This is an optimization exercise on Yosys and OpenROAD, whose aim is small area, not a production implementation.
The RTL was checked by simulation tests, not by an equivalence proof against the original design.
Power and IR drop assume default switching activity.

## walls_colors.hex

```
fd
fd
fd
fd
fd
fd
fd
fd
fd
fd
fd
fd
fd
fd
fd
fd
fd
fd
fd
fd
fd
fd
fd
fd
fd
fd
fd
fd
b4
b4
00
00
fd
fd
fd
fd
fd
fd
fd
fd
fd
fd
fd
fd
fd
fd
fd
fd
fd
fd
fd
fd
fd
fd
fd
fd
fd
fd
fd
fd
b4
b4
00
00
fd
fd
fc
fc
fc
fc
fc
fc
fc
fc
fc
fc
fc
fc
fc
fc
fc
fc
fc
fc
fc
fc
fc
fc
fc
fc
fc
fc
b4
b4
00
00
fd
fd
fc
fc
fc
fc
fc
fc
fc
fc
fc
fc
fc
fc
fc
fc
fc
fc
fc
fc
fc
fc
fc
fc
fc
fc
fc
fc
b4
b4
00
00
fd
fd
fc
fc
fc
fc
fc
fc
fc
fc
fc
fc
fc
fc
fc
fc
fc
fc
fc
fc
fc
fc
fc
fc
fc
fc
fc
fc
b4
b4
00
00
fd
fd
fc
fc
fc
fc
fc
fc
fc
fc
fc
fc
fc
fc
fc
fc
fc
fc
fc
fc
fc
fc
fc
fc
fc
fc
fc
fc
b4
b4
00
00
fd
fd
fc
fc
fc
fc
fc
fc
fc
fc
fc
fc
fc
fc
fc
fc
fc
fc
fc
fc
fc
fc
fc
fc
fc
fc
fc
fc
b4
b4
00
00
fd
fd
fc
fc
fc
fc
fc
fc
fc
fc
fc
fc
fc
fc
fc
fc
fc
fc
fc
fc
fc
fc
fc
fc
fc
fc
fc
fc
b4
b4
00
00
fd
fd
fc
fc
fc
fc
fc
fc
fc
fc
fc
fc
fc
fc
fc
fc
fc
fc
fc
fc
fc
fc
fc
fc
fc
fc
fc
fc
b4
b4
00
00
fd
fd
fc
fc
fc
fc
fc
fc
fc
fc
fc
fc
fc
fc
fc
fc
fc
fc
fc
fc
fc
fc
fc
fc
fc
fc
fc
fc
b4
b4
00
00
fd
fd
fc
fc
fc
fc
fc
fc
fc
fc
fc
fc
fc
fc
fc
fc
fc
fc
fc
fc
fc
fc
fc
fc
fc
fc
fc
fc
b4
b4
00
00
fd
fd
fc
fc
fc
fc
fc
fc
fc
fc
fc
fc
fc
fc
fc
fc
fc
fc
fc
fc
fc
fc
fc
fc
fc
fc
fc
fc
b4
b4
00
00
fd
fd
fc
fc
fc
fc
fc
fc
fc
fc
fc
fc
fc
fc
fc
fc
fc
fc
fc
fc
fc
fc
fc
fc
fc
fc
fc
fc
b4
b4
00
00
fd
fd
fc
fc
fc
fc
fc
fc
fc
fc
fc
fc
fc
fc
fc
fc
fc
fc
fc
fc
fc
fc
fc
fc
fc
fc
fc
fc
b4
b4
00
00
fd
fd
fc
fc
fc
fc
fc
fc
fc
fc
fc
fc
fc
fc
fc
fc
fc
fc
fc
fc
fc
fc
fc
fc
fc
fc
fc
fc
b4
b4
00
00
fd
fd
fc
fc
fc
fc
fc
fc
fc
fc
fc
fc
fc
fc
fc
fc
fc
fc
fc
fc
fc
fc
fc
fc
fc
fc
fc
fc
b4
b4
00
00
fd
fd
fc
fc
fc
fc
fc
fc
fc
fc
fc
fc
fc
fc
fc
fc
fc
fc
fc
fc
fc
fc
fc
fc
fc
fc
fc
fc
b4
b4
00
00
fd
fd
fc
fc
fc
fc
fc
fc
fc
fc
fc
fc
fc
fc
fc
fc
fc
fc
fc
fc
fc
fc
fc
fc
fc
fc
fc
fc
b4
b4
00
00
fd
fd
fc
fc
fc
fc
fc
fc
fc
fc
fc
fc
fc
fc
fc
fc
fc
fc
fc
fc
fc
fc
fc
fc
fc
fc
fc
fc
b4
b4
00
00
fd
fd
fc
fc
fc
fc
fc
fc
fc
fc
fc
fc
fc
fc
fc
fc
fc
fc
fc
fc
fc
fc
fc
fc
fc
fc
fc
fc
b4
b4
00
00
fd
fd
fc
fc
fc
fc
fc
fc
fc
fc
fc
fc
fc
fc
fc
fc
fc
fc
fc
fc
fc
fc
fc
fc
fc
fc
fc
fc
b4
b4
00
00
fd
fd
fc
fc
fc
fc
fc
fc
fc
fc
fc
fc
fc
fc
fc
fc
fc
fc
fc
fc
fc
fc
fc
fc
fc
fc
fc
fc
b4
b4
00
00
fd
fd
fc
fc
fc
fc
fc
fc
fc
fc
fc
fc
fc
fc
fc
fc
fc
fc
fc
fc
fc
fc
fc
fc
fc
fc
fc
fc
b4
b4
00
00
fd
fd
fc
fc
fc
fc
fc
fc
fc
fc
fc
fc
fc
fc
fc
fc
fc
fc
fc
fc
fc
fc
fc
fc
fc
fc
fc
fc
b4
b4
00
00
fd
fd
fc
fc
fc
fc
fc
fc
fc
fc
fc
fc
fc
fc
fc
fc
fc
fc
fc
fc
fc
fc
fc
fc
fc
fc
fc
fc
b4
b4
00
00
fd
fd
fc
fc
fc
fc
fc
fc
fc
fc
fc
fc
fc
fc
fc
fc
fc
fc
fc
fc
fc
fc
fc
fc
fc
fc
fc
fc
b4
b4
00
00
fd
fd
fc
fc
fc
fc
fc
fc
fc
fc
fc
fc
fc
fc
fc
fc
fc
fc
fc
fc
fc
fc
fc
fc
fc
fc
fc
fc
b4
b4
00
00
fd
fd
fc
fc
fc
fc
fc
fc
fc
fc
fc
fc
fc
fc
fc
fc
fc
fc
fc
fc
fc
fc
fc
fc
fc
fc
fc
fc
b4
b4
00
00
fd
fd
fc
fc
fc
fc
fc
fc
fc
fc
fc
fc
fc
fc
fc
fc
fc
fc
fc
fc
fc
fc
fc
fc
fc
fc
fc
fc
b4
b4
00
00
fd
fd
24
24
24
24
24
24
24
24
24
24
24
24
24
24
24
24
24
24
24
24
24
24
24
24
24
24
24
24
00
00
fd
24
24
24
24
24
24
24
24
24
24
24
24
24
24
24
24
24
24
24
24
24
24
24
24
24
24
24
24
24
24
24
24
24
24
24
24
24
24
24
24
24
24
24
24
24
24
24
24
24
24
24
24
24
24
24
24
24
24
24
24
24
24
24
00
00
00
00
00
00
00
00
00
00
00
00
00
00
00
00
00
00
00
00
00
00
00
00
00
00
00
00
00
00
00
00
00
b5
fc
fc
fc
fc
fc
fc
fc
fc
fc
fc
fc
fc
00
00
d8
d8
d8
d8
d8
d8
d8
d8
d8
d8
d8
d8
d8
d8
00
00
00
fc
fc
fc
fc
fc
fc
fc
fc
fc
fc
fc
fc
fc
00
d8
d8
d8
d8
d8
d8
d8
d8
d8
d8
d8
d8
d8
d8
d8
00
00
00
fc
fc
fc
fc
fc
fc
fc
fc
fc
fc
fc
fc
fc
00
d8
d8
d8
d8
d8
d8
d8
d8
d8
d8
d8
d8
d8
d8
d8
00
00
00
fc
fc
fc
fc
fc
fc
fc
fc
fc
fc
fc
fc
fc
00
d8
d8
d8
d8
d8
d8
d8
d8
d8
d8
d8
d8
d8
d8
d8
00
00
00
00
00
00
00
00
00
00
00
00
00
00
00
00
00
00
00
00
00
00
00
00
00
00
00
00
00
00
00
00
00
00
00
00
00
00
00
00
00
00
00
00
00
00
00
00
00
00
00
00
00
00
00
00
00
00
00
00
00
00
00
00
00
00
00
00
fc
fc
fc
00
00
fd
fd
fd
fd
fd
fd
fd
fd
fd
fd
fd
fd
fd
fd
fd
fd
fd
00
00
fc
fc
fc
fc
00
00
00
00
fc
fc
fc
00
00
fd
fd
fd
fd
fd
fd
fd
fd
fd
fd
fd
fd
fd
fd
fd
fd
fd
00
00
fc
fc
fc
fc
00
00
00
00
fc
fc
fc
00
00
fd
fd
fd
fd
fd
fd
fd
fd
fd
fd
fd
fd
fd
fd
fd
fd
fd
00
00
fc
fc
fc
fc
00
00
00
00
fc
fc
fc
00
00
fd
fd
fd
fd
fd
fd
fd
fd
fd
fd
fd
fd
fd
fd
fd
fd
fd
00
00
fc
fc
fc
fc
00
00
00
00
fc
fc
fc
00
00
fd
fd
fd
fd
fd
fd
fd
fd
fd
fd
fd
fd
fd
fd
fd
fd
fd
00
00
fc
fc
fc
fc
00
00
00
00
fc
fc
fc
00
00
fd
fd
fd
fd
fd
fd
fd
fd
fd
fd
fd
fd
fd
fd
fd
fd
fd
00
00
fc
fc
fc
fc
00
00
00
00
00
00
00
00
00
00
00
00
00
00
00
00
00
00
00
00
00
00
00
00
00
00
00
00
00
00
00
00
00
00
00
00
00
00
00
00
00
00
00
00
00
00
00
00
00
00
00
00
00
00
00
00
00
00
00
00
00
00
00
00
00
00
00
00
d8
d8
d8
d8
d8
d8
d8
d8
d8
d8
d8
d8
d8
00
00
fc
fc
fc
fc
fc
fc
fc
fc
fc
fc
fc
fc
fc
00
00
00
00
d8
d8
d8
d8
d8
d8
d8
d8
d8
d8
d8
d8
d8
00
00
fc
fc
fc
fc
fc
fc
fc
fc
fc
fc
fc
fc
fc
00
00
00
00
d8
d8
d8
d8
d8
d8
d8
d8
d8
d8
d8
d8
d8
00
00
fc
fc
fc
fc
fc
fc
fc
fc
fc
fc
fc
fc
fc
00
00
00
00
d8
d8
d8
d8
d8
d8
d8
d8
d8
d8
d8
d8
d8
00
00
fc
fc
fc
fc
fc
fc
fc
fc
fc
fc
fc
fc
fc
00
00
00
00
d8
d8
d8
d8
d8
d8
d8
d8
d8
d8
d8
d8
d8
00
00
fc
fc
fc
fc
fc
fc
fc
fc
fc
fc
fc
fc
fc
00
00
00
00
d8
d8
d8
d8
d8
d8
d8
d8
d8
d8
d8
d8
d8
00
00
fc
fc
fc
fc
fc
fc
fc
fc
fc
fc
fc
fc
fc
00
00
00
00
00
00
00
00
00
00
00
00
00
00
00
00
00
00
00
00
00
00
00
00
00
00
00
00
00
00
00
00
00
00
00
00
00
00
00
00
00
00
00
00
00
00
00
00
00
00
00
00
00
00
00
00
00
00
00
00
00
00
00
00
00
00
00
00
d8
d8
d8
d8
d8
00
fc
fc
fc
fc
fc
fc
fc
fc
fc
fc
fc
fc
fc
fc
fc
fc
fc
fc
00
fd
fd
fd
00
00
00
00
d8
d8
d8
d8
d8
00
fc
fc
fc
fc
fc
fc
fc
fc
fc
fc
fc
fc
fc
fc
fc
fc
fc
fc
00
fd
fd
fd
00
00
00
00
d8
d8
d8
d8
d8
00
fc
fc
fc
fc
fc
fc
fc
fc
fc
fc
fc
fc
fc
fc
fc
fc
fc
fc
00
fd
fd
fd
00
00
00
00
d8
d8
d8
d8
d8
00
fc
fc
fc
fc
fc
fc
fc
fc
fc
fc
fc
fc
fc
fc
fc
fc
fc
fc
00
fd
fd
fd
00
00
00
00
d8
d8
d8
d8
d8
00
fc
fc
fc
fc
fc
fc
fc
fc
fc
fc
fc
fc
fc
fc
fc
fc
fc
fc
00
fd
fd
fd
00
00
00
00
d8
d8
d8
d8
d8
00
fc
fc
fc
fc
fc
fc
fc
fc
fc
fc
fc
fc
fc
fc
fc
fc
fc
fc
00
fd
fd
fd
00
00
00
00
d8
d8
d8
d8
d8
00
fc
fc
fc
fc
fc
fc
fc
fc
fc
fc
fc
fc
fc
fc
fc
fc
fc
fc
00
90
fd
fd
00
00
00
00
00
00
00
00
00
00
00
00
00
00
00
00
00
00
00
00
00
00
00
00
00
00
00
00
00
00
00
00
00
00
00
00
00
00
00
00
00
00
00
00
00
00
00
00
00
00
00
00
00
00
00
00
00
00
00
00
00
00
00
00
00
00
00
00
00
00
00
00
00
00
00
00
00
00
00
00
00
00
00
00
00
00
00
00
00
00
00
00
00
00
00
00
00
00
00
d8
fc
fc
00
00
00
fc
fc
fc
fc
fc
fc
00
00
00
00
00
00
00
00
00
00
00
00
00
00
00
00
00
00
00
00
fc
fc
fc
fc
00
00
00
fc
fc
fc
fc
fc
fc
00
00
00
d8
d8
d8
d8
d8
d8
d8
00
00
00
00
d8
d8
d8
00
00
fc
fc
fc
fc
fc
fc
00
00
00
fc
fc
fc
fc
00
d8
d8
00
d8
d8
d8
d8
d8
00
00
00
00
d8
d8
d8
d8
00
00
fc
fc
fc
fc
fc
fc
fc
00
00
00
fc
fc
fc
00
d8
d8
d8
d8
d8
d8
d8
00
00
00
00
d8
d8
d8
d8
d8
00
00
00
00
00
00
00
00
00
00
00
00
00
00
00
00
00
00
00
00
00
00
00
00
00
00
00
00
00
00
00
00
00
00
00
00
00
00
00
00
00
00
00
00
00
00
00
00
00
00
00
00
00
00
00
00
00
00
00
00
00
00
00
00
00
00
c4
fc
fc
fc
00
d5
fd
fd
fd
fd
00
00
fd
fd
fd
fd
fd
fd
fd
00
00
fd
fd
00
00
fc
fc
fc
fc
00
00
00
c4
fc
fc
fc
00
fe
fd
fd
fd
fd
00
00
fe
fd
fd
fd
fd
fd
fd
00
00
fd
fd
fe
00
fc
fc
fc
fc
fc
00
00
c4
fd
fc
fc
00
fe
fd
fd
00
00
00
00
fd
fd
fd
00
fd
fd
fd
00
00
fd
fd
fe
00
fc
fc
fc
fc
fc
00
00
c4
fc
00
fc
00
fe
fd
fd
00
00
00
00
fd
fd
fd
fd
fd
fd
00
00
00
fd
fd
fe
00
fc
fc
00
fc
fc
00
00
c4
fc
fc
00
00
fe
fd
fd
fd
fd
00
00
00
fd
00
fd
00
00
00
00
fd
fd
fd
fe
00
fc
00
fc
fc
fc
00
00
ec
fc
fc
fc
00
fd
fd
fd
fd
fd
fd
00
00
00
00
00
00
00
00
fd
fd
fd
fd
6c
00
00
fc
fc
fc
fd
00
00
00
00
00
00
00
00
00
00
00
00
00
00
00
00
00
00
00
00
00
00
00
00
00
00
00
00
00
00
00
00
00
00
00
00
00
00
00
00
00
00
00
00
00
00
00
00
00
00
00
00
00
00
00
00
00
00
00
00
00
00
00
00
00
00
f8
d8
00
d8
d8
d8
d8
d8
d8
d8
d8
00
00
00
00
00
00
00
00
00
00
fc
fc
fc
fc
fc
fc
fc
fc
fc
00
00
d8
00
00
00
d8
d8
d8
d8
d8
d8
00
00
00
d8
00
00
fc
00
00
00
00
00
00
fc
fc
fc
fc
fc
fc
fc
00
00
00
00
00
00
00
00
d8
d8
d8
d8
d9
00
d8
d8
00
00
fc
fc
fc
00
00
00
00
fc
fc
fd
00
00
fd
fc
00
00
00
00
d8
d8
d8
00
d8
d8
d8
d8
d8
00
d8
d8
00
00
fc
fc
fc
00
00
00
fc
fc
00
00
fc
fc
00
00
00
00
00
d8
d8
d8
d8
d8
d8
d8
d8
d8
00
00
00
d8
00
00
fc
fc
00
00
00
fc
fc
fc
fc
fc
fc
fc
fc
fc
00
00
f8
d8
d8
d8
d8
d8
d8
d8
d8
00
00
24
d8
d8
00
00
fc
fc
fc
00
00
00
fc
fc
fc
fc
fc
fc
fc
fd
00
00
00
00
00
00
00
00
00
00
00
00
00
00
00
00
00
00
00
00
00
00
00
00
00
00
00
00
00
00
00
00
00
00
00
00
00
00
00
00
00
00
00
00
00
00
00
00
00
00
00
00
00
00
00
00
00
00
00
00
00
00
00
00
00
00
d8
d8
d8
d8
00
00
00
fc
fc
00
00
fc
fc
fc
fc
fc
fc
fc
fc
fc
fc
fc
fc
00
00
00
d9
fd
fd
fe
00
00
d8
d8
00
00
00
24
00
fc
fc
00
00
fc
fc
fc
fc
fc
fc
fc
fc
fc
fc
00
00
00
00
00
d9
fd
fd
fe
00
00
d8
d8
00
90
d8
24
00
fc
fc
fc
00
00
fc
fc
fc
00
fc
fc
fc
fc
00
00
00
00
fc
00
d9
fd
fd
fe
00
00
d8
d8
00
00
d8
24
00
fc
fc
fc
00
00
fc
fc
fc
00
fc
fc
fc
fc
00
00
fc
fc
fc
00
d9
fd
fd
fe
00
00
d8
d8
d8
00
00
24
00
fc
fc
fc
00
00
fc
fc
fc
fc
24
fc
fc
fc
00
00
fd
fc
fc
00
d9
fd
fd
fe
00
00
d8
d8
d8
00
00
24
00
fc
fc
00
00
fc
fc
fc
fc
00
fc
fc
fc
fc
fc
00
00
fc
fc
00
d9
fd
fd
fe
00
00
d8
00
00
00
d8
24
00
fc
fc
00
fd
fc
fc
fc
fc
00
fc
fc
fc
fc
fc
00
00
fc
fc
00
00
fd
fd
00
00
00
00
00
00
d8
d8
00
00
00
00
00
00
00
00
00
00
00
00
00
00
00
00
00
00
00
00
00
00
00
00
00
00
00
00
00
00
00
00
00
00
00
00
00
00
00
00
00
00
00
00
00
00
00
00
00
00
00
00
00
00
00
00
00
00
00
00
00
00
00
00
00
00
00
00
00
00
00
00
00
00
00
00
00
00
00
00
00
00
00
00
00
00
00
00
00
00
00
00
00
fc
fc
00
00
fd
fc
fc
fc
fc
fc
fd
00
00
00
00
00
00
00
00
00
00
00
00
00
00
00
00
00
00
00
00
fc
fc
fc
fc
00
00
00
fc
fc
fc
fc
fc
00
d8
00
d8
d8
d8
d8
d8
d8
d8
00
00
00
00
00
00
d8
00
00
00
00
00
00
fc
fc
00
00
00
fc
fc
fc
fc
00
d8
d8
00
6c
d8
d8
d8
d8
00
00
00
00
d8
90
00
d8
00
00
fc
fc
fc
00
fc
fc
fc
00
e2
00
fc
fc
fc
00
d8
d8
00
00
d8
d8
d8
00
00
00
00
d8
d8
d8
00
d8
00
00
00
00
00
00
00
00
00
00
00
e1
00
00
00
00
00
00
e1
00
00
00
00
00
e2
00
00
00
00
00
00
00
00
00
00
00
00
00
00
00
00
00
00
e1
00
00
00
00
00
e2
e2
00
00
00
00
e1
c1
00
00
00
00
00
00
00
00
00
00
fc
fc
fc
00
00
fd
fd
00
e2
e2
00
fd
fd
20
e2
e2
00
fd
00
00
e2
00
fd
00
fc
fc
fc
00
fc
00
00
00
fc
fc
fc
00
00
fd
fd
00
e2
e2
e2
00
00
e2
e2
e2
00
fd
00
e2
e2
00
fd
00
fc
fc
00
00
fc
00
00
00
fc
00
fc
00
00
fd
fd
00
e2
e2
e2
e2
e2
e2
e2
e2
e2
e2
e2
e2
00
fd
fd
00
fc
fc
00
00
fc
00
00
00
fc
00
fc
00
00
fd
fd
e1
e2
e2
e2
e2
e2
e2
e2
e2
e2
e2
e2
e2
00
fe
00
00
80
e2
00
00
00
00
00
00
fc
fc
00
00
00
00
00
e2
e2
e2
e2
e2
e2
e2
e2
e2
e2
e2
e2
e2
e2
e2
e2
e2
e2
00
00
fc
00
00
00
00
fc
fc
fc
00
00
e2
e2
e2
e2
e2
e2
e2
e2
e2
e2
e2
e2
e2
e2
e2
e2
e2
e2
e2
00
fc
fc
fc
fc
00
00
00
00
00
00
e1
e2
e2
e2
e2
e2
e2
e2
e2
e2
e2
e2
e2
e2
e2
e2
e2
e2
e2
00
00
00
00
00
00
00
00
00
00
00
00
00
00
00
e2
e2
e2
e2
e2
e2
e2
e2
e2
e2
e2
e2
e2
e2
e2
e2
00
00
00
00
00
00
00
00
00
00
00
d8
b4
d8
d8
00
e2
e2
e2
e2
e2
e2
e2
e2
e2
e2
e2
e2
e2
e2
e2
e2
00
fc
fc
fc
fc
fc
fc
fc
00
00
00
00
00
00
00
e2
e2
e2
e2
e2
e2
e2
e2
e2
e2
e2
e2
e2
e2
e2
e2
e2
e2
00
fc
fc
fc
fc
fc
fc
00
00
00
00
00
00
e2
e2
e2
e2
e2
e2
e2
e2
e2
e2
e2
e2
e2
e2
e2
e2
e2
e2
e2
00
24
00
00
00
24
fc
00
00
00
00
d8
d8
00
00
e2
e2
e2
e2
e2
e2
e2
e2
e2
e2
e2
e2
e2
e2
e2
e2
e2
e2
e2
e2
e2
00
00
00
00
00
00
d8
d8
d8
d8
d8
e2
e2
e2
e2
e2
e2
e2
e2
e2
e2
e2
e2
e2
e2
e2
e2
e2
e2
e1
00
00
fc
fc
fc
00
00
00
d8
d8
d8
d8
00
e2
e2
e2
e2
e2
e2
e2
e2
e2
e2
e2
e2
e2
e2
e2
e2
00
00
00
fc
fc
fc
fc
fc
00
00
00
00
00
00
00
e2
e2
e2
e2
e2
e2
e2
e2
e2
e2
e1
e2
e2
e2
e2
e2
e2
e2
60
00
00
00
00
00
00
00
00
00
00
00
00
e1
e2
e2
e2
e2
e2
00
00
e2
e2
00
00
00
e2
e2
a1
00
00
e2
e2
e1
00
00
00
00
00
00
00
00
d8
d8
00
e2
e1
00
00
e2
00
00
fc
00
e2
00
fc
00
e2
e2
00
fc
00
e2
e2
e2
00
00
fd
fd
fd
00
00
00
d8
d8
00
00
d8
00
fd
00
00
00
fc
00
e2
00
fc
00
e2
e1
00
fc
00
e2
e2
00
00
00
fd
fd
fe
00
00
00
d8
00
00
d8
d8
00
fc
00
fc
00
00
00
e2
00
00
fc
00
e1
00
90
00
00
00
fc
fd
00
fd
fd
00
00
00
00
d8
00
00
d8
d8
00
fc
00
fc
00
00
fc
00
00
00
fc
fc
00
00
00
00
00
fc
fc
fd
00
fd
00
00
00
00
00
00
00
00
00
d8
00
fc
fc
fc
00
00
fc
fd
fc
fc
00
00
00
00
00
00
00
fc
fc
fd
00
00
00
fd
00
00
00
00
00
00
00
d8
00
fc
fc
fc
00
fc
fc
fc
fc
00
00
00
fc
00
00
00
00
fc
fc
fd
00
00
00
fd
00
00
00
00
00
00
00
d8
00
fc
fc
00
00
fc
fc
fc
fc
00
00
00
fc
fc
fc
00
00
fc
fc
fd
00
00
00
00
00
00
00
00
00
d8
d8
24
00
20
00
00
20
20
20
20
00
00
00
20
20
20
20
20
00
00
20
00
00
20
20
00
00
00
00
00
00
00
00
00
00
00
00
00
00
00
00
00
00
00
00
00
00
00
00
00
00
00
00
00
00
00
00
00
00
ff
ff
ff
ff
ff
ff
ff
ff
ff
ff
ff
ff
ff
ff
ff
ff
ff
ff
ff
ff
ff
ff
ff
ff
ff
ff
ff
ff
ff
ff
ff
ff
ff
ff
ff
ff
ff
ff
ff
ff
ff
ff
ff
ff
ff
ff
ff
ff
ff
ff
ff
ff
ff
ff
ff
ff
ff
ff
ff
ff
ff
ff
ff
ff
ff
ff
ff
ff
ff
ff
ff
ff
ff
ff
ff
ff
ff
ff
ff
ff
ff
ff
ff
ff
ff
ff
ff
ff
ff
ff
ff
ff
ff
ff
ff
ff
ff
ff
ff
ff
ff
ff
ff
ff
ff
ff
ff
ff
ff
ff
ff
ff
ff
ff
ff
ff
ff
ff
ff
ff
ff
ff
ff
ff
ff
ff
ff
ff
ff
ff
ff
ff
ff
ff
ff
ff
ff
ff
ff
ff
ff
ff
ff
ff
ff
ff
ff
ff
ff
ff
ff
ff
ff
ff
ff
ff
ff
ff
ff
ff
ff
ff
ff
ff
ff
ff
ff
ff
ff
ff
ff
ff
ff
ff
ff
ff
ff
ff
ff
ff
ff
ff
ff
ff
ff
ff
ff
ff
ff
ff
ff
ff
ff
ff
ff
ff
ff
ff
ff
ff
ff
ff
ff
ff
ff
ff
ff
ff
ff
ff
ff
ff
ff
ff
ff
ff
ff
ff
ff
ff
ff
ff
ff
ff
ff
ff
ff
ff
ff
ff
ff
ff
ff
ff
ff
ff
ff
ff
ff
ff
ff
ff
ff
ff
ff
ff
ff
ff
ff
ff
ff
ff
ff
ff
ff
ff
ff
ff
ff
ff
ff
ff
ff
ff
ff
ff
ff
ff
ff
ff
ff
ff
ff
ff
ff
ff
ff
ff
ff
ff
ff
ff
ff
ff
ff
ff
ff
ff
ff
ff
ff
ff
ff
ff
ff
ff
ff
ff
ff
ff
ff
ff
ff
ff
ff
ff
ff
ff
ff
ff
ff
ff
ff
ff
ff
ff
ff
ff
ff
ff
ff
ff
ff
ff
ff
ff
ff
ff
ff
ff
ff
ff
ff
ff
ff
ff
ff
ff
ff
ff
ff
ff
ff
ff
ff
ff
ff
ff
ff
ff
ff
ff
ff
ff
ff
ff
ff
ff
ff
ff
ff
ff
ff
ff
ff
ff
ff
ff
ff
ff
ff
ff
ff
ff
ff
ff
ff
ff
ff
ff
ff
ff
ff
ff
ff
ff
ff
ff
ff
ff
ff
ff
ff
ff
ff
ff
ff
ff
ff
ff
ff
ff
ff
ff
ff
ff
ff
ff
ff
ff
ff
ff
ff
ff
ff
ff
ff
ff
ff
ff
ff
ff
ff
ff
ff
ff
ff
ff
ff
ff
ff
ff
ff
ff
ff
ff
ff
ff
ff
ff
ff
ff
ff
ff
ff
ff
ff
ff
ff
ff
ff
ff
ff
ff
ff
ff
ff
ff
ff
ff
ff
ff
ff
ff
ff
ff
ff
ff
ff
ff
ff
ff
ff
ff
ff
ff
ff
ff
ff
ff
ff
ff
ff
ff
ff
ff
ff
ff
ff
ff
ff
ff
ff
ff
ff
ff
ff
ff
ff
ff
ff
ff
ff
ff
ff
ff
ff
ff
ff
ff
ff
ff
ff
ff
ff
ff
ff
ff
ff
ff
ff
ff
ff
ff
ff
ff
ff
ff
ff
ff
ff
ff
ff
ff
ff
ff
ff
ff
ff
ff
ff
ff
ff
ff
ff
ff
ff
ff
ff
ff
ff
ff
ff
ff
ff
ff
ff
ff
ff
ff
ff
ff
ff
ff
ff
ff
ff
ff
ff
ff
ff
ff
ff
ff
ff
ff
ff
ff
ff
ff
ff
ff
ff
ff
ff
ff
ff
ff
ff
ff
ff
ff
ff
ff
ff
ff
ff
ff
ff
ff
ff
ff
ff
ff
ff
ff
ff
ff
ff
ff
ff
ff
ff
ff
ff
ff
ff
ff
ff
ff
ff
ff
ff
ff
ff
ff
ff
ff
ff
ff
ff
ff
ff
ff
ff
ff
ff
ff
ff
ff
ff
ff
ff
ff
ff
ff
ff
ff
ff
ff
ff
ff
ff
ff
ff
ff
ff
ff
ff
ff
ff
ff
ff
ff
ff
ff
ff
ff
ff
ff
ff
ff
ff
ff
ff
ff
ff
ff
ff
ff
ff
ff
ff
ff
ff
ff
ff
ff
ff
ff
ff
ff
ff
ff
ff
ff
ff
ff
ff
ff
ff
ff
ff
ff
ff
ff
ff
ff
ff
ff
ff
ff
ff
ff
ff
ff
ff
ff
ff
ff
ff
ff
ff
ff
ff
ff
ff
ff
ff
ff
ff
ff
ff
ff
ff
ff
ff
ff
ff
ff
ff
ff
ff
ff
ff
ff
ff
ff
ff
ff
ff
ff
ff
ff
ff
ff
ff
ff
ff
ff
ff
ff
ff
ff
ff
ff
ff
ff
ff
ff
ff
ff
ff
ff
ff
ff
ff
ff
ff
ff
ff
ff
ff
ff
ff
ff
ff
ff
ff
ff
ff
ff
ff
ff
ff
ff
ff
ff
ff
ff
ff
ff
ff
ff
ff
ff
ff
ff
ff
ff
ff
ff
ff
ff
ff
ff
ff
ff
ff
ff
ff
ff
ff
ff
ff
ff
ff
ff
ff
ff
ff
ff
ff
ff
ff
ff
ff
ff
ff
ff
ff
ff
ff
ff
ff
ff
ff
ff
ff
ff
ff
ff
ff
ff
ff
ff
ff
ff
ff
ff
ff
ff
ff
ff
ff
ff
ff
ff
ff
ff
ff
ff
ff
ff
ff
ff
ff
ff
ff
ff
ff
ff
ff
ff
ff
ff
ff
ff
ff
ff
ff
ff
ff
ff
ff
ff
ff
ff
ff
ff
ff
ff
ff
ff
ff
ff
ff
ff
ff
ff
ff
ff
ff
ff
ff
ff
ff
ff
ff
ff
ff
ff
ff
ff
ff
ff
ff
ff
ff
ff
ff
ff
ff
ff
ff
ff
ff
ff
ff
ff
ff
ff
ff
ff
ff
ff
ff
ff
ff
ff
ff
ff
ff
ff
ff
ff
ff
ff
ff
ff
ff
ff
ff
ff
ff
ff
ff
ff
ff
ff
ff
ff
ff
ff
ff
ff
ff
ff
ff
ff
ff
ff
ff
ff
ff
ff
ff
ff
ff
ff
ff
ff
ff
ff
ff
ff
ff
ff
ff
ff
ff
ff
ff
ff
ff
ff
ff
ff
ff
ff
ff
ff
ff
ff
ff
ff
ff
ff
ff
ff
ff
ff
ff
ff
```

## run.sh

```bash
#!/bin/bash
# synth_recipe.tcl (not shown) runs the flow's synth.tcl, then flattens the netlist and writes it again
# the make line also repeats each setting of config.mk as NAME=value (left out here)
make -C /OpenROAD-flow-scripts/flow DESIGN_CONFIG=/design/flow/config.mk WORK_HOME=/design/flow/orfs CLKGATE_MAP_FILE= SYNTH_SCRIPT=/design/flow/synth_recipe.tcl finish
```

## config.mk

```make
export PLATFORM = sky130hd
export DESIGN_NAME = WALL_DISPLAY
export DESIGN_NICKNAME = WALL_DISPLAY
export VERILOG_FILES = /design/flow/design.v
export SDC_FILE = /design/flow/constraint.sdc
export NUM_CORES = 4
export LEC_CHECK = 0
export CAP_MARGIN = 20
export CORE_MARGIN = 2
export CORE_UTILIZATION = 40
export SLEW_MARGIN = 20
export SYNTH_MEMORY_MAX_BITS = 65536
```

## constraint.sdc

```tcl
create_clock -name core_clock -period 12.0 [get_ports {clk}]
set_input_delay 2.4000 -clock core_clock [delete_from_list [all_inputs] [get_ports {clk}]]
set_output_delay 2.4000 -clock core_clock [all_outputs]
set_load 0.01 [all_outputs]
```

## design.v

```verilog
module	square_object	(	
					input		logic	clk,
					input		logic	resetN,
					input 	logic signed	[10:0] pixelX, 
					input 	logic signed	[10:0] pixelY,
					input 	logic signed	[10:0] topLeftX,  
					input 	logic	signed [10:0] topLeftY,    
					output 	logic	[10:0] offsetX, 
					output 	logic	[10:0] offsetY,
					output	logic	drawingRequest,  
					output	logic	[7:0]	 RGBout  
);
parameter  int OBJECT_WIDTH_X = 100;
parameter  int OBJECT_HEIGHT_Y = 100;
parameter  logic [7:0] OBJECT_COLOR = 8'h5b ; 
localparam logic [7:0] TRANSPARENT_ENCODING = 8'hFF ; 
int rightX ;  
int bottomY ;
logic insideBracket ; 
assign rightX	= (topLeftX + OBJECT_WIDTH_X);
assign bottomY	= (topLeftY + OBJECT_HEIGHT_Y);
assign	insideBracket  = 	 ( (pixelX  >= topLeftX) &&  (pixelX < rightX)  
						   && (pixelY  >= topLeftY) &&  (pixelY < bottomY) )  ;  
always_ff@(posedge clk or negedge resetN)
begin
	if(!resetN) begin
		RGBout			<=	8'b0;
		drawingRequest	<=	1'b0;
		offsetX	<= 0;
		offsetY	<= 0;
	end
	else begin 
	      RGBout <= TRANSPARENT_ENCODING ;  
			drawingRequest <= 1'b0 ; 
			offsetX	<= 0;  
			offsetY	<= 0;  
		if (insideBracket)  
		begin 
			RGBout  <= OBJECT_COLOR ;	 
			drawingRequest <= 1'b1 ;
			offsetX	<= (pixelX - topLeftX);  
			offsetY	<= (pixelY - topLeftY);
		end 
	end
end 
endmodule 
module	WallsMatrixBitMap	(	
					input	logic	clk,
					input	logic	resetN,
					input logic startOfFrame,
					input logic	[10:0] offsetX, 
					input logic	[10:0] offsetY,
					input	logic	InsideRectangle,  
					input logic Wall_bomb_Collision,
					output	logic	wallsDrawingRequest, 
					output	logic	BreakablesDrawingRequest, 
					output	logic	[7:0] RGBout,  
					output	logic block_broke
 ) ;
localparam logic [7:0] TRANSPARENT_ENCODING = 8'hFF ; 
 logic BrokenFlag;
 logic collisionInFrame;
logic [0:12] [0:17] [3:0]  MazeBiMapMask;  
logic [7:0] object_colors [0:5119];
initial $readmemh("walls_colors.hex", object_colors);
logic [3:0] tileCode;
assign tileCode = MazeBiMapMask[offsetY[8:5]][offsetX[9:5]];
always_ff@(posedge clk or negedge resetN)
begin
	if(!resetN) begin
		RGBout <=	8'h00;
		BrokenFlag <= 1'b0;
		collisionInFrame <= 1'b0;
		MazeBiMapMask <= 
		{
		{4'h00, 4'h00, 4'h00, 4'h00, 4'h00, 4'h00, 4'h00, 4'h00, 4'h00, 4'h00, 4'h00, 4'h00, 4'h00, 4'h00, 4'h00, 4'h00, 4'h00, 4'h00},
		{4'h00, 4'h00, 4'h00, 4'h00, 4'h00, 4'h00, 4'h00, 4'h00, 4'h00, 4'h00, 4'h00, 4'h00, 4'h00, 4'h00, 4'h00, 4'h00, 4'h00, 4'h00},
		{4'h00, 4'h00, 4'h00, 4'h00, 4'h00, 4'h00, 4'h00, 4'h00, 4'h00, 4'h00, 4'h00, 4'h00, 4'h00, 4'h00, 4'h00, 4'h00, 4'h00, 4'h00},
		{4'h01, 4'h00, 4'h01, 4'h00, 4'h01, 4'h00, 4'h01, 4'h00, 4'h01, 4'h00, 4'h01, 4'h00, 4'h01, 4'h00, 4'h01, 4'h00, 4'h01, 4'h00},
		{4'h00, 4'h00, 4'h03, 4'h02, 4'h00, 4'h02, 4'h00, 4'h00, 4'h00, 4'h02, 4'h00, 4'h02, 4'h00, 4'h04, 4'h03, 4'h02, 4'h00, 4'h00},
		{4'h01, 4'h00, 4'h01, 4'h00, 4'h01, 4'h00, 4'h01, 4'h00, 4'h01, 4'h00, 4'h01, 4'h00, 4'h01, 4'h00, 4'h01, 4'h04, 4'h01, 4'h00},
		{4'h00, 4'h02, 4'h02, 4'h02, 4'h00, 4'h00, 4'h00, 4'h00, 4'h00, 4'h02, 4'h00, 4'h02, 4'h02, 4'h00, 4'h00, 4'h03, 4'h00, 4'h00},
		{4'h01, 4'h03, 4'h01, 4'h04, 4'h01, 4'h00, 4'h01, 4'h02, 4'h01, 4'h00, 4'h01, 4'h00, 4'h01, 4'h00, 4'h01, 4'h00, 4'h01, 4'h00},
		{4'h00, 4'h00, 4'h04, 4'h00, 4'h00, 4'h00, 4'h03, 4'h00, 4'h00, 4'h00, 4'h02, 4'h02, 4'h00, 4'h03, 4'h00, 4'h00, 4'h00, 4'h00},
		{4'h01, 4'h00, 4'h01, 4'h02, 4'h01, 4'h02, 4'h01, 4'h00, 4'h01, 4'h00, 4'h01, 4'h00, 4'h01, 4'h00, 4'h01, 4'h02, 4'h01, 4'h00},
		{4'h00, 4'h00, 4'h02, 4'h03, 4'h02, 4'h00, 4'h00, 4'h02, 4'h03, 4'h03, 4'h00, 4'h00, 4'h00, 4'h03, 4'h00, 4'h00, 4'h00, 4'h00},
		{4'h01, 4'h03, 4'h01, 4'h00, 4'h01, 4'h00, 4'h01, 4'h00, 4'h01, 4'h00, 4'h01, 4'h00, 4'h01, 4'h00, 4'h01, 4'h00, 4'h01, 4'h00},
		{4'h00, 4'h00, 4'h00, 4'h00, 4'h00, 4'h00, 4'h00, 4'h00, 4'h00, 4'h00, 4'h00, 4'h00, 4'h00, 4'h00, 4'h00, 4'h00, 4'h00, 4'h00}}; 
		end
	else begin
		RGBout <= TRANSPARENT_ENCODING ;  
		if ((InsideRectangle == 1'b1 )		& 	 
		   (tileCode == 4'h01 ))  
						RGBout <= object_colors[{3'd0, offsetY[4:0], offsetX[4:0]}] ;
		else if ((InsideRectangle == 1'b1 )		& 	 
		   (tileCode == 4'h02 ))
						RGBout <= object_colors[{3'd1, offsetY[4:0], offsetX[4:0]}] ;
		else if ((InsideRectangle == 1'b1 )		& 	 
		   (tileCode == 4'h03 ))
						RGBout <= object_colors[{3'd2, offsetY[4:0], offsetX[4:0]}] ;
		else if ((InsideRectangle == 1'b1 )		& 	 
		   (tileCode == 4'h04 ))
						RGBout <= object_colors[{3'd3, offsetY[4:0], offsetX[4:0]}] ;
		else if ((InsideRectangle == 1'b1 )		& 	 
		   (tileCode == 4'h05 ))
						RGBout <= object_colors[{3'd4, offsetY[4:0], offsetX[4:0]}] ;
			if ((InsideRectangle == 1'b1 )	& (tileCode >= 4'h02) & (tileCode <= 4'h05) &
				(Wall_bomb_Collision) & (!BrokenFlag))
					begin
					MazeBiMapMask[offsetY[8:5] ][offsetX[9:5]] <= (tileCode == 4'h05) ? 4'h00 : tileCode + 4'h01 ;
					BrokenFlag <= 1'b1;
					end
			if(Wall_bomb_Collision) begin  
				collisionInFrame <= 1'b1;
				BrokenFlag <= 1'b1;
			end
			if(startOfFrame && !collisionInFrame) 
				BrokenFlag <= 1'b0;
			if (startOfFrame)
				collisionInFrame <= 1'b0;
	end
end
assign block_broke = !BrokenFlag ;
assign wallsDrawingRequest = ((RGBout != TRANSPARENT_ENCODING) && (tileCode == 4'h01));  
assign BreakablesDrawingRequest =  ((tileCode == 4'h02) ||  
												(tileCode == 4'h03) || 
												(tileCode == 4'h04));  
endmodule
module WALL_DISPLAY (
	input  logic        clk,
	input  logic        resetN,
	input  logic [10:0] pixelX,
	input  logic [10:0] pixelY,
	input  logic [10:0] topLeftX,
	input  logic [10:0] topLeftY,
	input  logic        Wall_Bomb_collision,
	input  logic        startOfFrame,
	output logic        wallsDrawingRequest,
	output logic        BreakablesDrawingRequest,
	output logic [7:0]  WallsRGB,
	output logic        block_broke
);
logic [10:0] offsetX;
logic [10:0] offsetY;
logic        insideRectangle;
logic [7:0]  squareRGB;  
square_object #(
	.OBJECT_WIDTH_X(576),
	.OBJECT_HEIGHT_Y(416),
	.OBJECT_COLOR(8'b01011011)
) inst11 (
	.clk(clk),
	.resetN(resetN),
	.pixelX(pixelX),
	.pixelY(pixelY),
	.topLeftX(topLeftX),
	.topLeftY(topLeftY),
	.offsetX(offsetX),
	.offsetY(offsetY),
	.drawingRequest(insideRectangle),
	.RGBout(squareRGB)
);
WallsMatrixBitMap inst (
	.clk(clk),
	.resetN(resetN),
	.startOfFrame(startOfFrame),
	.offsetX(offsetX),
	.offsetY(offsetY),
	.InsideRectangle(insideRectangle),
	.Wall_bomb_Collision(Wall_Bomb_collision),
	.wallsDrawingRequest(wallsDrawingRequest),
	.BreakablesDrawingRequest(BreakablesDrawingRequest),
	.RGBout(WallsRGB),
	.block_broke(block_broke)
);
endmodule
```

==> results of run 1 <==
## cell usage after synthesis (20+ instances only)
cell	n
nand4_1	203
dfstp_2	91
nand2_1	205
nor3_1	65
o22ai_1	27
a22oi_1	23
a21oi_1	197
clkbuf_1	235
nor2b_1	29
buf_2	85
and3_1	24
o211ai_1	30
nand3_1	105
nor2_1	171
ha_1	87
dfrtp_1	875
xnor2_1	32
o31ai_1	24
a211oi_1	38
nand2b_1	28
mux2_1	42
a221oi_1	20
mux2i_1	91
o221ai_1	20
buf_4	20
mux2_2	680
a31oi_1	36
buf_1	33
o21ai_0	148
inv_1	80
and2_1	255
nor4_1	30
mux4_2	221
## stage by stage
| step | utilization | hold slack (ns) | cell area (sq um) | worst slack (ns) |
|---|---|---|---|---|
| finish | 0.449 | 0.378 | 59000 | 2.44 |
| global route | 0.449 | 0.391 | 59000 | 2.09 |
| CTS | 0.449 | 0.382 | 59000 | 2.46 |
| detailed placement | 0.420 | 0.368 | 55200 | 3.19 |
| global placement | 0.420 | 0.360 | 55200 | 3.02 |
| floorplan | - | 0.424 | 52900 | 4.80 |
## sequential cells by signal, indices dropped and copies added, names as in the netlist
signal / flops
inst11.drawingRequest: 1
inst.RGBout: 8
inst11.offsetY: 9
inst.collisionInFrame: 1
inst11.offsetX: 10
inst.BrokenFlag: 1
inst.MazeBiMapMask: 936
## power breakdown
part	total (mW)	switching (mW)	internal (mW)
clock network	3.47	1.41	2.05
logic	2.82	2.23	0.587
registers	3.31	0.0232	3.28
## cell families (layout without fill, tap and decap cells)
| logic type | after synthesis | in the layout |
|---|---|---|
| AOI/OAI and AO/OA | 718 | 718 |
| buffers and inverters | 460 | 446 |
| muxes | 1034 | 1034 |
| DFF | 966 | 966 |
| adders and majority gates | 91 | 91 |
| and+or+nand+nor | 1183 | 1183 |
| xor gates and xnor gates | 47 | 47 |
## area by class of cell
| cell class | instances | area, sq um |
|---|---|---|
| clock buffers | 147 | 3060 |
| repair buffers | 164 | 1480 |
| clock inverters | 52 | 723 |
| multi-input cells | 3073 | 26900 |
| well taps | 1755 | 2200 |
| flip-flops and latches | 966 | 24300 |
| fillers | 12061 | 72300 |
| inverters | 83 | 312 |
## worst max path at each step
stage | from | end | cells after the start
2_1_floorplan | inst11.offsetY[5] | BreakablesDrawingRequest | 24
3_3_place_gp | inst11.offsetY[5] | BreakablesDrawingRequest | 18
3_5_place_dp | inst11.offsetY[5] | wallsDrawingRequest | 20
4_1_cts | inst11.offsetY[5] | wallsDrawingRequest | 20
5_1_grt | inst11.offsetY[5] | wallsDrawingRequest | 20
6_report | inst11.offsetY[5] | wallsDrawingRequest | 20
## per-layer routing
layer	part of all wire	up-vias	track usage
met2	0.45	1524	0.386
met3	0.068	415	0.0412
met5	0	-	0
li1	-	16667	-
met1	0.43	20143	0.355
met4	0.049	0	0.113
## critical path: cells and delay by family, from the launching register on
kind,cells,cell delay (ns)
and+or+nand+nor,9,2.86
buffers and inverters,4,0.80
AOI/OAI and AO/OA,1,0.55
adders and majority gates,5,1.47
xor gates and xnor gates,1,0.40
DFF,1,0.43
==> impl_metrics.yaml, run 1 <==
power_and_ir_drop:
  p_leak_nw: 26.2
  power.density_nw_per_um2: 163
  irDropWorstVdd_mv: 0.464
  p_total_mw: 9.59
critical_path:
  crit_path_end_kind: "primary output"
  arrival_ns: 7.16
  critPathKind: "reg -> out"
  startpoint_type: "flip-flop"
  critPathMaxStageDelay_ns: 0.62
  crit_top_cell: "ha_1"
  r2r_cells: 27
  cp_max_fo: 41
  r2r_end: "inst.MazeBiMapMask[577]"
  rrSetupSlack_ns: 3.91
  path_cells: "inv_1 > ha_1 > nand2b_1 > nor2_1 > ha_1 > ha_1 > inv_1 > fa_1 > inv_1 > ha_1 > nand2_1 > o31ai_2 > xnor2_1 > nand2_1 > nor3_1 > nor4_1 > nand3_4 > or2_2 > nor3_1 > clkdlybuf4s50_1"
  r2r_start: "inst11.offsetY[5]"
  slowest_stage: "clkdlybuf4s50_1"
  required_ns: 9.60
logic_synthesis:
  ys_warn_count: 2
  synth_edf_count: 0
  synth.avg_cell_area_sq_um: 11.8
  syn_area_sq_um: 52900
  yosysTopAreaCell: "dfrtp_1"
  synth_seq_cells: 966
  synth_top_area_frac: 0.414
  synth-simple-area-share: 0.121
  synth_top_family_by_area: "multiplexers"
  synth-adder-area-share: 0.0221
  synth_mux_area_frac: 0.265
  synthesis.instances: 4499
  ys_seq_area_frac: 0.459
  syn_nets: 4638
  synth_compound_area_frac: 0.0880
  synth_area_leaders: "dfrtp_1, mux2_2, mux4_2"
  ys_types: 88
  synth-xor-area-share: 0.00821
  async_flop_share: 1.00
  synth_ff_type: "dfrtp_1"
cts:
  h-tree-depth: 3
  cts_resized: 0
  ctsHoldBuffers: 0
  cts_buffer_depth: 3
  clkTransAtPathRegs_ns: 0.06
  cts_setup_buffers: 0
  cts_buffers: 105
  cts_tree: "done"
  worstSkewPairLatency_ns: 0.73
  cts.sinks: 966
  cts-root-buf: "clkbuf_16"
detailed_routing:
  vias: 38749
  wl_per_cell_microns: 27.6
  drt-vias-per-instance: 6.21
  first_pass_iters: 6
  remaining_drc_errors: 0
  dr.first_iter.drc_count: 4123
  wl_microns: 172000
  ant_nets: 0
die:
  dieArea_sq_um: 135000
  start_util: 0.403
  die_y_microns: 368
  die_w_microns: 368
  floorplan.rows: 133
  io_pins: 59
  core-area_sq_um: 131000
place:
  port_buffers: 58
  dp_cells: 6041
  gp_congestion: 1.01
  hpwl_microns: 114000
min_path:
  hold_class: "reg -> reg"
  holdPathStages: 0
  min_to: "inst.MazeBiMapMask[935]"
  worstHoldStart: "inst.MazeBiMapMask[935]"
final_layout:
  fin_nets: 4532
  n_antenna_cell: 0
  most-common-layout-cells: "dfrtp_1, mux2_2, and2_1"
  final_common_cell: "dfrtp_1"
  area_delta_synth_final_pct: 11.5
  stdcell_count: 6240
  drive_gt1_frac: 0.303
sta:
  setup_viol_count_final: 0
  finalHoldViolCount: 0
  rsz0062_at_grt: "false"
  period_needed_ns: 9.56
  fmax_mhz: 105
  clock_skew_ns: 0.0705
  fin_crit_sh: 0.797
  setup_tns_ns: 0
  slew_headroom: 0.180
  report.final.slew_viol_count: 0
  worst_pin_slew_ns: 1.23
global_route:
  antenna_found_initial: 1
  grt_max_degree: 184
  grt_pass1_vias: 38903
  gr-total-overflow: 0
  grt_pass1_wl_microns: 261000
  track_usage: 0.253
outcome:
  status: "timing/DRC/antenna clean"
job:
  cap_violations: 0
==> inputs of run 2 (changes only) <==
==> design.v (replaced) <==
module square_object (
	input  logic        clk,
	input  logic        resetN,
	input  logic [10:0] pixelX,
	input  logic [10:0] pixelY,
	input  logic [10:0] topLeftX,
	input  logic [10:0] topLeftY,
	output logic [9:0]  offsetX,
	output logic [8:0]  offsetY
);
logic [11:0] dx, dy;
logic inBoard;
assign dx = {pixelX[10], pixelX} - {topLeftX[10], topLeftX};
assign dy = {pixelY[10], pixelY} - {topLeftY[10], topLeftY};
assign inBoard = (dx[11:10] == 2'b00) & (!dx[9] | (dx[8:6] == 3'b000)) &
                (dy[11:9] == 3'b000) & !(dy[8] & dy[7] & (dy[6] | dy[5]));
always_ff @(posedge clk or negedge resetN)
	if (!resetN) begin
		offsetX <= '0;
		offsetY <= '0;
	end else begin
		offsetX <= inBoard ? dx[9:0] : 10'd0;
		offsetY <= inBoard ? dy[8:0] : 9'd0;
	end
endmodule
module WallsMatrixBitMap (
	input  logic        clk,
	input  logic        resetN,
	input  logic        startOfFrame,
	input  logic [9:0]  offsetX,
	input  logic [8:0]  offsetY,
	input  logic        Wall_bomb_Collision,
	output logic        wallsDrawingRequest,
	output logic        BreakablesDrawingRequest,
	output logic [7:0]  RGBout,
	output logic        block_broke
);
logic [7:0] object_colors [0:5119];
initial $readmemh("walls_colors.hex", object_colors);
logic BrokenFlag, collisionInFrame;
logic [3:0] ty;
logic [4:0] tx;
assign ty = offsetY[8:5];
assign tx = offsetX[9:5];
logic isWall;
assign isWall = ty[0] & (ty >= 4'd3) & (ty <= 4'd11) & !tx[0] & (tx <= 5'd16);
logic [34:0] sel;
logic [104:0] st;
assign sel[0] = (ty == 4'd4) & (tx == 5'd2);
assign sel[1] = (ty == 4'd4) & (tx == 5'd3);
assign sel[2] = (ty == 4'd4) & (tx == 5'd5);
assign sel[3] = (ty == 4'd4) & (tx == 5'd9);
assign sel[4] = (ty == 4'd4) & (tx == 5'd11);
assign sel[5] = (ty == 4'd4) & (tx == 5'd13);
assign sel[6] = (ty == 4'd4) & (tx == 5'd14);
assign sel[7] = (ty == 4'd4) & (tx == 5'd15);
assign sel[8] = (ty == 4'd5) & (tx == 5'd15);
assign sel[9] = (ty == 4'd6) & (tx == 5'd1);
assign sel[10] = (ty == 4'd6) & (tx == 5'd2);
assign sel[11] = (ty == 4'd6) & (tx == 5'd3);
assign sel[12] = (ty == 4'd6) & (tx == 5'd9);
assign sel[13] = (ty == 4'd6) & (tx == 5'd11);
assign sel[14] = (ty == 4'd6) & (tx == 5'd12);
assign sel[15] = (ty == 4'd6) & (tx == 5'd15);
assign sel[16] = (ty == 4'd7) & (tx == 5'd1);
assign sel[17] = (ty == 4'd7) & (tx == 5'd3);
assign sel[18] = (ty == 4'd7) & (tx == 5'd7);
assign sel[19] = (ty == 4'd8) & (tx == 5'd2);
assign sel[20] = (ty == 4'd8) & (tx == 5'd6);
assign sel[21] = (ty == 4'd8) & (tx == 5'd10);
assign sel[22] = (ty == 4'd8) & (tx == 5'd11);
assign sel[23] = (ty == 4'd8) & (tx == 5'd13);
assign sel[24] = (ty == 4'd9) & (tx == 5'd3);
assign sel[25] = (ty == 4'd9) & (tx == 5'd5);
assign sel[26] = (ty == 4'd9) & (tx == 5'd15);
assign sel[27] = (ty == 4'd10) & (tx == 5'd2);
assign sel[28] = (ty == 4'd10) & (tx == 5'd3);
assign sel[29] = (ty == 4'd10) & (tx == 5'd4);
assign sel[30] = (ty == 4'd10) & (tx == 5'd7);
assign sel[31] = (ty == 4'd10) & (tx == 5'd8);
assign sel[32] = (ty == 4'd10) & (tx == 5'd9);
assign sel[33] = (ty == 4'd10) & (tx == 5'd13);
assign sel[34] = (ty == 4'd11) & (tx == 5'd1);
logic [2:0] cur;
always_comb begin
	cur = 3'd0;
	if (sel[0]) cur = st[2:0];
	if (sel[1]) cur = st[5:3];
	if (sel[2]) cur = st[8:6];
	if (sel[3]) cur = st[11:9];
	if (sel[4]) cur = st[14:12];
	if (sel[5]) cur = st[17:15];
	if (sel[6]) cur = st[20:18];
	if (sel[7]) cur = st[23:21];
	if (sel[8]) cur = st[26:24];
	if (sel[9]) cur = st[29:27];
	if (sel[10]) cur = st[32:30];
	if (sel[11]) cur = st[35:33];
	if (sel[12]) cur = st[38:36];
	if (sel[13]) cur = st[41:39];
	if (sel[14]) cur = st[44:42];
	if (sel[15]) cur = st[47:45];
	if (sel[16]) cur = st[50:48];
	if (sel[17]) cur = st[53:51];
	if (sel[18]) cur = st[56:54];
	if (sel[19]) cur = st[59:57];
	if (sel[20]) cur = st[62:60];
	if (sel[21]) cur = st[65:63];
	if (sel[22]) cur = st[68:66];
	if (sel[23]) cur = st[71:69];
	if (sel[24]) cur = st[74:72];
	if (sel[25]) cur = st[77:75];
	if (sel[26]) cur = st[80:78];
	if (sel[27]) cur = st[83:81];
	if (sel[28]) cur = st[86:84];
	if (sel[29]) cur = st[89:87];
	if (sel[30]) cur = st[92:90];
	if (sel[31]) cur = st[95:93];
	if (sel[32]) cur = st[98:96];
	if (sel[33]) cur = st[101:99];
	if (sel[34]) cur = st[104:102];
end
logic hit;
assign hit = (cur != 3'd0) & Wall_bomb_Collision & !BrokenFlag;
logic [2:0] nxt;
assign nxt = (cur == 3'd4) ? 3'd0 : cur + 3'd1;
always_ff @(posedge clk or negedge resetN)
	if (!resetN) st[2:0] <= 3'd2;
	else if (hit & sel[0]) st[2:0] <= nxt;
always_ff @(posedge clk or negedge resetN)
	if (!resetN) st[5:3] <= 3'd1;
	else if (hit & sel[1]) st[5:3] <= nxt;
always_ff @(posedge clk or negedge resetN)
	if (!resetN) st[8:6] <= 3'd1;
	else if (hit & sel[2]) st[8:6] <= nxt;
always_ff @(posedge clk or negedge resetN)
	if (!resetN) st[11:9] <= 3'd1;
	else if (hit & sel[3]) st[11:9] <= nxt;
always_ff @(posedge clk or negedge resetN)
	if (!resetN) st[14:12] <= 3'd1;
	else if (hit & sel[4]) st[14:12] <= nxt;
always_ff @(posedge clk or negedge resetN)
	if (!resetN) st[17:15] <= 3'd3;
	else if (hit & sel[5]) st[17:15] <= nxt;
always_ff @(posedge clk or negedge resetN)
	if (!resetN) st[20:18] <= 3'd2;
	else if (hit & sel[6]) st[20:18] <= nxt;
always_ff @(posedge clk or negedge resetN)
	if (!resetN) st[23:21] <= 3'd1;
	else if (hit & sel[7]) st[23:21] <= nxt;
always_ff @(posedge clk or negedge resetN)
	if (!resetN) st[26:24] <= 3'd3;
	else if (hit & sel[8]) st[26:24] <= nxt;
always_ff @(posedge clk or negedge resetN)
	if (!resetN) st[29:27] <= 3'd1;
	else if (hit & sel[9]) st[29:27] <= nxt;
always_ff @(posedge clk or negedge resetN)
	if (!resetN) st[32:30] <= 3'd1;
	else if (hit & sel[10]) st[32:30] <= nxt;
always_ff @(posedge clk or negedge resetN)
	if (!resetN) st[35:33] <= 3'd1;
	else if (hit & sel[11]) st[35:33] <= nxt;
always_ff @(posedge clk or negedge resetN)
	if (!resetN) st[38:36] <= 3'd1;
	else if (hit & sel[12]) st[38:36] <= nxt;
always_ff @(posedge clk or negedge resetN)
	if (!resetN) st[41:39] <= 3'd1;
	else if (hit & sel[13]) st[41:39] <= nxt;
always_ff @(posedge clk or negedge resetN)
	if (!resetN) st[44:42] <= 3'd1;
	else if (hit & sel[14]) st[44:42] <= nxt;
always_ff @(posedge clk or negedge resetN)
	if (!resetN) st[47:45] <= 3'd2;
	else if (hit & sel[15]) st[47:45] <= nxt;
always_ff @(posedge clk or negedge resetN)
	if (!resetN) st[50:48] <= 3'd2;
	else if (hit & sel[16]) st[50:48] <= nxt;
always_ff @(posedge clk or negedge resetN)
	if (!resetN) st[53:51] <= 3'd3;
	else if (hit & sel[17]) st[53:51] <= nxt;
always_ff @(posedge clk or negedge resetN)
	if (!resetN) st[56:54] <= 3'd1;
	else if (hit & sel[18]) st[56:54] <= nxt;
always_ff @(posedge clk or negedge resetN)
	if (!resetN) st[59:57] <= 3'd3;
	else if (hit & sel[19]) st[59:57] <= nxt;
always_ff @(posedge clk or negedge resetN)
	if (!resetN) st[62:60] <= 3'd2;
	else if (hit & sel[20]) st[62:60] <= nxt;
always_ff @(posedge clk or negedge resetN)
	if (!resetN) st[65:63] <= 3'd1;
	else if (hit & sel[21]) st[65:63] <= nxt;
always_ff @(posedge clk or negedge resetN)
	if (!resetN) st[68:66] <= 3'd1;
	else if (hit & sel[22]) st[68:66] <= nxt;
always_ff @(posedge clk or negedge resetN)
	if (!resetN) st[71:69] <= 3'd2;
	else if (hit & sel[23]) st[71:69] <= nxt;
always_ff @(posedge clk or negedge resetN)
	if (!resetN) st[74:72] <= 3'd1;
	else if (hit & sel[24]) st[74:72] <= nxt;
always_ff @(posedge clk or negedge resetN)
	if (!resetN) st[77:75] <= 3'd1;
	else if (hit & sel[25]) st[77:75] <= nxt;
always_ff @(posedge clk or negedge resetN)
	if (!resetN) st[80:78] <= 3'd1;
	else if (hit & sel[26]) st[80:78] <= nxt;
always_ff @(posedge clk or negedge resetN)
	if (!resetN) st[83:81] <= 3'd1;
	else if (hit & sel[27]) st[83:81] <= nxt;
always_ff @(posedge clk or negedge resetN)
	if (!resetN) st[86:84] <= 3'd2;
	else if (hit & sel[28]) st[86:84] <= nxt;
always_ff @(posedge clk or negedge resetN)
	if (!resetN) st[89:87] <= 3'd1;
	else if (hit & sel[29]) st[89:87] <= nxt;
always_ff @(posedge clk or negedge resetN)
	if (!resetN) st[92:90] <= 3'd1;
	else if (hit & sel[30]) st[92:90] <= nxt;
always_ff @(posedge clk or negedge resetN)
	if (!resetN) st[95:93] <= 3'd2;
	else if (hit & sel[31]) st[95:93] <= nxt;
always_ff @(posedge clk or negedge resetN)
	if (!resetN) st[98:96] <= 3'd2;
	else if (hit & sel[32]) st[98:96] <= nxt;
always_ff @(posedge clk or negedge resetN)
	if (!resetN) st[101:99] <= 3'd2;
	else if (hit & sel[33]) st[101:99] <= nxt;
always_ff @(posedge clk or negedge resetN)
	if (!resetN) st[104:102] <= 3'd2;
	else if (hit & sel[34]) st[104:102] <= nxt;
logic [2:0] bm;
logic vis;
assign vis = isWall | (cur != 3'd0 && cur != 3'd4);
assign bm = isWall ? 3'd0 : cur;
always_ff @(posedge clk or negedge resetN)
	if (!resetN) RGBout <= 8'h00;
	else RGBout <= vis ? object_colors[{bm[1:0], offsetY[4:0], offsetX[4:0]}] : 8'hFF;
always_ff @(posedge clk or negedge resetN)
	if (!resetN) begin
		BrokenFlag <= 1'b0;
		collisionInFrame <= 1'b0;
	end else begin
		if (Wall_bomb_Collision) begin
			collisionInFrame <= 1'b1;
			BrokenFlag <= 1'b1;
		end
		if (startOfFrame && !collisionInFrame) BrokenFlag <= 1'b0;
		if (startOfFrame) collisionInFrame <= 1'b0;
	end
assign block_broke = !BrokenFlag;
assign wallsDrawingRequest = (RGBout != 8'hFF) & isWall;
assign BreakablesDrawingRequest = (cur == 3'd1) | (cur == 3'd2) | (cur == 3'd3);
endmodule
module WALL_DISPLAY (
	input  logic        clk,
	input  logic        resetN,
	input  logic [10:0] pixelX,
	input  logic [10:0] pixelY,
	input  logic [10:0] topLeftX,
	input  logic [10:0] topLeftY,
	input  logic        Wall_Bomb_collision,
	input  logic        startOfFrame,
	output logic        wallsDrawingRequest,
	output logic        BreakablesDrawingRequest,
	output logic [7:0]  WallsRGB,
	output logic        block_broke
);
logic [9:0] offsetX;
logic [8:0] offsetY;
square_object inst11 (
	.clk(clk),
	.resetN(resetN),
	.pixelX(pixelX),
	.pixelY(pixelY),
	.topLeftX(topLeftX),
	.topLeftY(topLeftY),
	.offsetX(offsetX),
	.offsetY(offsetY)
);
WallsMatrixBitMap inst (
	.clk(clk),
	.resetN(resetN),
	.startOfFrame(startOfFrame),
	.offsetX(offsetX),
	.offsetY(offsetY),
	.Wall_bomb_Collision(Wall_Bomb_collision),
	.wallsDrawingRequest(wallsDrawingRequest),
	.BreakablesDrawingRequest(BreakablesDrawingRequest),
	.RGBout(WallsRGB),
	.block_broke(block_broke)
);
endmodule
==> run 2 against run 1 <==
  * Die area is 74% lower
  * Still clean
  * Via count down 60%
  * Combinational power is about 90% lower
  * Worst hold slack improved by 0.097 ns
  * Synthesized cell count fell by 61%
  * Clock power fell by 85%
  * Cell count shrank 65%
  * Power down 87%
  * Maximum frequency is 24% higher
  * Wire length fell by 63%
  * Worst setup slack gained 1.9 ns
==> impl_metrics.yaml, run 2 <==
cts:
  cts-root-buf: "clkbuf_16"
  ctsHoldBuffers: 0
  h-tree-depth: 4
  worstSkewPairLatency_ns: 0.44
  cts_setup_buffers: 0
  cts_buffer_depth: 2
  cts.sinks: 134
  cts_resized: 0
  cts_buffers: 17
  cts_tree: "done"
  clkTransAtPathRegs_ns: 0.07
logic_synthesis:
  async_flop_share: 1.00
  synthTopCellsByCount: "nor2_1, o21ai_0, a21oi_1, nand2_1, inv_1"
  synth_top_area_frac: 0.176
  synthesis.instances: 1775
  syn_area_sq_um: 13500
  syn_nets: 1871
  synth_most_common_cell: "nor2_1"
  ys_warn_count: 2
  ys_seq_area_frac: 0.252
  yosysTopAreaCell: "dfrtp_1"
  synth.avg_cell_area_sq_um: 7.59
  ys_types: 100
  synth_seq_cells: 134
  synth_area_leaders: "dfrtp_1, dfstp_2, o21ai_0"
  synth_ff_type: "dfrtp_1"
  synth_edf_count: 0
detailed_routing:
  drt-vias-per-instance: 7.09
  wl_per_cell_microns: 29.2
  dr.first_iter.drc_count: 2736
  remaining_drc_errors: 0
  vias: 15585
  first_pass_iters: 8
  wl_microns: 64200
  ant_nets: 0
global_route:
  gr-total-overflow: 0
  track_usage: 0.359
  grt_pass1_vias: 14472
  grt_pass1_wl_microns: 95800
  grt_max_degree: 81
  antenna_found_initial: 4
final_layout:
  fin_nets: 1830
  largest-register: "inst.st"
  final_common_cell: "nor2_1"
  area_delta_synth_final_pct: 10.2
  most-common-layout-cells: "nor2_1, o21ai_0, a21oi_1, nand2_1, inv_1"
  reg_top3: "inst.st: 105 flops, inst11.offsetX: 10 flops, inst11.offsetY: 9 flops"
  largest_reg_flops: 105
  drive_gt1_frac: 0.0950
sta:
  fmax_mhz: 130
  fin_crit_sh: 0.642
  slew_headroom: 0.221
  report.final.slew_viol_count: 0
  clock_skew_ns: 0.0151
  hold_slack_ns: 0.475
  setup_tns_ns: 0
  rsz0062_at_grt: "false"
  worst_pin_slew_ns: 1.15
  period_needed_ns: 7.70
  finalHoldViolCount: 0
  setup_viol_count_final: 0
die:
  dieArea_sq_um: 35200
  io_pins: 59
  floorplan.rows: 67
  start_util: 0.404
  die_w_microns: 188
  die_y_microns: 188
  core-area_sq_um: 33400
place:
  hpwl_microns: 45700
  gp_congestion: 1.07
  port_buffers: 58
critical_path:
  startpoint_type: "flip-flop"
  cp_max_fo: 28
  crit_path_end_kind: "primary output"
  required_ns: 9.60
  arrival_ns: 5.30
  critPathKind: "reg -> out"
power_and_ir_drop:
  power.density_nw_per_um2: 86.3
  p_seq_frac: 0.363
  power.switching_mw: 0.428
  power.internal_mw: 0.854
  p_comb_frac: 0.225
  clock_power_share: 0.412
  irDropWorstVdd_mv: 0.0940
  p_leak_nw: 5.78
  switching_share: 0.334
min_path:
  hold_class: "reg -> reg"
outcome:
  status: "timing/DRC/antenna clean"
job:
  cap_violations: 0
==> run 2: layer usage <==
layer,routed length [microns],track usage,vias up
met5,0,0,-
met4,3390,0.161,0
met3,9240,0.126,262
met2,24800,0.482,1281
met1,26700,0.512,7424
li1,-,-,6618
==> run 2: worst paths after layout <==
| kind | slack (ns) | endpoint | cells past startpoint | from |
|---|---|---|---|---|
| hold / removal | 0.47 | inst.st[1] | 2 | inst.st[1] |
| max in group asynchronous | 8.73 | inst11.offsetX[3] | 2 | resetN |
| setup reg to reg | 6.61 | inst.st[17] | 14 | inst11.offsetX[6] |
| min in group asynchronous | 2.00 | inst.st[65] | 1 | resetN |
| setup / recovery | 4.30 | BreakablesDrawingRequest | 12 | inst11.offsetX[6] |
| hold reg to reg | 0.47 | inst.st[1] | 2 | inst.st[1] |
==> run 2: critical path: stages (launching register included) <==
cell and delay, ns:
dfrtp_1 0.91, nand3b_1 0.30, nor2_1 0.68, nand3_1 0.28, nor2_1 0.19, a211o_1 0.11, a21oi_1 0.11, nor2_1 0.86
inv_2 0.18, ha_1 0.26, or2_2 0.27, a21o_1 0.22, clkdlybuf4s50_1 0.48
==> run 2: area by class of cell <==
cell class                 count  area (sq um)
clock buffer                  19           453
sequential                   134          3410
tap                          448           561
inverter                     101           379
fill                        3393         18500
antenna                        2          5.00
clock inverter                13           138
timing repair buffer         102           912
multi-input combinational   1378          8990
==> run 2: cell families after synthesis <==
| family | count (synthesis) | share of synthesized area |
|---|---|---|
| compound gates | 667 | 0.348 |
| simple gates | 602 | 0.228 |
| buf+inv | 263 | 0.0816 |
| flops | 134 | 0.252 |
| mux | 49 | 0.0369 |
| fa+ha+maj | 48 | 0.0457 |
| xor+xnor | 12 | 0.00780 |
==> run 2: through the flow <==
stage                      util  worst slack, ns  instance area (sq um)  std cells  power [mW]
after floorplan               -             6.71                  13500       1775       0.642
after global placement    0.427             5.09                  14300       2163       0.748
after detailed placement  0.427             4.93                  14300       2163       0.747
after CTS                 0.445             4.42                  14800       2195        1.27
after global routing      0.445             4.05                  14800       2195        1.32
final                     0.445             4.30                  14800       2197        1.28
==> run 2: power by group through the flow <==
stage	registers, mW	clock network, mW	logic (mW)
after floorplan	0.465	0	0.177
after global placement	0.473	0	0.276
after detailed placement	0.473	0	0.274
after CTS	0.465	0.534	0.275
after global routing	0.466	0.553	0.304
final	0.466	0.528	0.288

what the ideal ports hide:
How much do the figures lean on ideal ports? The routed layouts below were timed once more, with nothing changed but the port constraints.
Step 1 assumes that a clkbuf_16 drives the clock port and a buf_2 every other input.
Step 2 moves the port delays by t, midway between the first and last clock arrival at a register: inputs arrive t later, outputs are due t later. That takes back most of the time a late clock gives input paths.
Three values: no drivers, after step 1, after step 2; two values: the first two.
| run | shift t [ns] | setup WS [ns] | worst slew at a driven data input, ns |
|---|---|---|---|
| run 1 | 0.772 | 2.440 / 2.366 / 3.139 | 0.05 |
| run 2 | 0.482 | 4.299 / 4.247 / 4.730 | 0.06 |
After both steps every run listed still meets setup and hold.
